This design comes from an exercise in tuning for small area on the open sky130 flow, not from production work. The RTL was checked by simulation tests, not by an equivalence proof against the original design. Power figures rest on the tool's default switching activity, not on a simulated workload.

Setup of try-juniper:
## decodeAndMap
module decodeAndMap(drawX, drawY, drawColour, WE, resetn, clock, shapeselect, inputColour, vs_n, rotateX, rotateY, rotateZ, invert, pitch, roll, yaw, doneShape);
    input clock, resetn, vs_n, invert, rotateX, rotateY, rotateZ;
    input [1:0] shapeselect;
    input [2:0] inputColour;
    output [8:0] drawX, drawY;
    output [2:0] drawColour;
    output WE;
    output [7:0] pitch, roll, yaw;
    output doneShape;
    function [12:0] rca;
        input [11:0] a, b;
        input ci;
        integer k;
        reg c;
        begin
            c = ci;
            for (k = 0; k < 12; k = k + 1) begin
                rca[k] = a[k] ^ b[k] ^ c;
                c = (a[k] & b[k]) | (a[k] & c) | (b[k] & c);
            end
            rca[12] = c;
        end
    endfunction
    localparam S_CLEAR = 4'd0, S_PAIR = 4'd1, S_W1 = 4'd2, S_W2 = 4'd3,
               S_NEG = 4'd4, S_SWP = 4'd5, S_DRAW = 4'd6, S_ROTW = 4'd7,
               S_ROT = 4'd8, S_WAIT = 4'd9, S_WAIT2 = 4'd10, S_DONE = 4'd11;
    reg [3:0] st;
    reg [1:0] shp;
    reg lvs_n;
    wire restart = ~resetn | (shapeselect != shp);
    reg [3:0] bi, wi;
    wire bend = (bi == 4'd15);
    wire wend = (wi == 4'd11);
    reg load;
    reg [191:0] rx, ry, rz;
    reg [3:0] ea, eb;
    wire [2:0] vbit;
    wire edge_ab;
    shapeTypeLUT lut(shp, wi, bi, ea, eb, vbit, edge_ab);
    wire [12:0] bi_inc = rca({8'd0, bi}, 12'd0, 1'b1);
    wire [12:0] wi_inc = rca({8'd0, wi}, 12'd0, 1'b1);
    wire [3:0] nw = wend ? 4'd0 : wi_inc[3:0];
    wire [7:0] pc_inc = {ea[2:0], eb, ea[3] ^ ea[1] ^ ea[0] ^ eb[3]};
  ...
make LEC_CHECK=0 ABC_AREA=1 CAP_MARGIN=30 CORE_MARGIN=2 CORE_UTILIZATION=70 CTS_BUF_LIST=sky130_fd_sc_hd__clkbuf_16 CTS_CLUSTER_DIAMETER=100 CTS_CLUSTER_SIZE=30 SLEW_MARGIN=20 finish   # period 12.0 ns
run.sh (not shown) runs the stock make flow with config.mk's settings and CLKGATE_MAP_FILE= SYNTH_SCRIPT=/design/flow/synth_recipe.tcl, a recipe that flattens the netlist after the stock synthesis.
[inputs] try-nickel vs try-juniper
--- a/flow/config.mk
+++ b/flow/config.mk
@@ -7,6 +7,5 @@
 export LEC_CHECK = 0
-export ABC_AREA = 1
 export CAP_MARGIN = 30
 export CORE_MARGIN = 2
-export CORE_UTILIZATION = 70
+export CORE_UTILIZATION = 75
 export CTS_BUF_LIST = sky130_fd_sc_hd__clkbuf_16
@@ -14,2 +13,3 @@
 export CTS_CLUSTER_SIZE = 30
+export GPL_ROUTABILITY_DRIVEN = 0
 export SLEW_MARGIN = 20
==> results.txt <==
- try-juniper was carried through to the last stage, and its layout satisfied the timing, DRC and antenna checks.
- Every stage of the flow completed for try-nickel, and the final layout passed the timing, DRC and antenna checks.
- try-nickel vs. try-juniper: synthesized netlist net count dropped 9.7%; wire length per cell after detailed routing climbed about 17%; final critical path time including I/O delays and setup dropped 0.023 ns; pin count of the biggest net entering global routing climbed 9; total of clock buffers placed in the layout barely changed.
- Compared with try-juniper, try-nickel shows a number of vias in the routed layout that is about 3.3% lower.
- Of try-juniper and try-nickel, the run reporting the higher global-route usage over all layers was try-nickel.
- Taking try-juniper as the reference, in try-nickel final routed wirelength across all metal layers went up, power went up.
Changes in try-harbor relative to try-nickel:
--- a/flow/config.mk
+++ b/flow/config.mk
@@ -8,2 +8,4 @@
 export CAP_MARGIN = 30
+export CELL_PAD_IN_SITES_DETAIL_PLACEMENT = 0
+export CELL_PAD_IN_SITES_GLOBAL_PLACEMENT = 0
 export CORE_MARGIN = 2
@@ -13,3 +15,2 @@
 export CTS_CLUSTER_SIZE = 30
-export GPL_ROUTABILITY_DRIVEN = 0
 export SLEW_MARGIN = 20
==> comparison <==
- Relative to try-nickel, routed length on met1 decreased by about 1.6% in try-harbor.
- Shortest period the worst path allows delta for try-harbor relative to try-nickel: 0.0097 ns lower
- try-harbor ends up with lower fill cell instance count of the final layout than try-nickel does.
- try-harbor was carried through to the last stage, and its layout satisfied the timing, DRC and antenna checks.
- Global-route wire length before repair delta (try-harbor -> try-nickel): insignificant
- Delta (try-harbor minus try-nickel): share of power burned in combinational logic essentially unchanged; global-route usage held steady; flip-flop and latch count has remained practically unchanged.
- try-nickel and try-harbor ended up with roughly the same total power.
- Summary of try-harbor over try-nickel: non-filler instance count after layout neither gained nor lost much; core utilization neither gained nor lost much.
- Iteration-0 DRC count of the detailed router | try-harbor above try-nickel
For try-cedar, these inputs were changed with respect to try-harbor:
--- a/flow/config.mk
+++ b/flow/config.mk
@@ -8,4 +8,2 @@
 export CAP_MARGIN = 30
-export CELL_PAD_IN_SITES_DETAIL_PLACEMENT = 0
-export CELL_PAD_IN_SITES_GLOBAL_PLACEMENT = 0
 export CORE_MARGIN = 2
@@ -15,2 +13,3 @@
 export CTS_CLUSTER_SIZE = 30
+export PLACE_DENSITY = 0.85
 export SLEW_MARGIN = 20
==> results.txt <==
try-cedar finished every stage and its layout cleared the timing, DRC and antenna checks. The met3 track demand over resource of try-cedar exceeds that of try-harbor by 0.17 points. Changes observed in try-cedar relative to try-harbor: cell area after layout flat; combined area of all synthesized cells flat.

-- static timing again, ports no longer ideal --
In the flow no input, the clock included, has a driving cell. The finished layouts below were timed again as built, in two steps.
Step 1, drivers: a clkbuf_16 drives clock and a buf_2 each remaining input, both assumed.
Step 2 adds t to the input delays and takes it off the output delays; t is the mean of the earliest and latest rising clock arrival at the registers after step 1. Input paths then give back, and output paths get back, about the clock's delay inside the block.
Three values: ideal, step 1, step 2; two values: the first two.
| run | shift t [ns] | setup WS [ns] | worst register clock-pin slew, ns | worst slew at a driven data input, ns |
|---|---|---|---|---|
| try-juniper | 0.640 | 6.071 / 6.040 / 6.040 | 0.12 / 0.12 | 0.04 |
| try-nickel | 0.645 | 6.094 / 6.061 / 6.061 | 0.12 / 0.12 | 0.04 |
| try-harbor | 0.641 | 6.104 / 6.074 / 6.074 | 0.12 / 0.12 | 0.05 |
| try-cedar | 0.642 | 6.105 / 6.079 / 6.007 | 0.12 / 0.12 | 0.05 |
After both steps setup and hold are still met in every run listed. For try-cedar, which loses most, drivers alone change the setup slack by -0.026 ns; drivers and shift together by -0.098 ns.
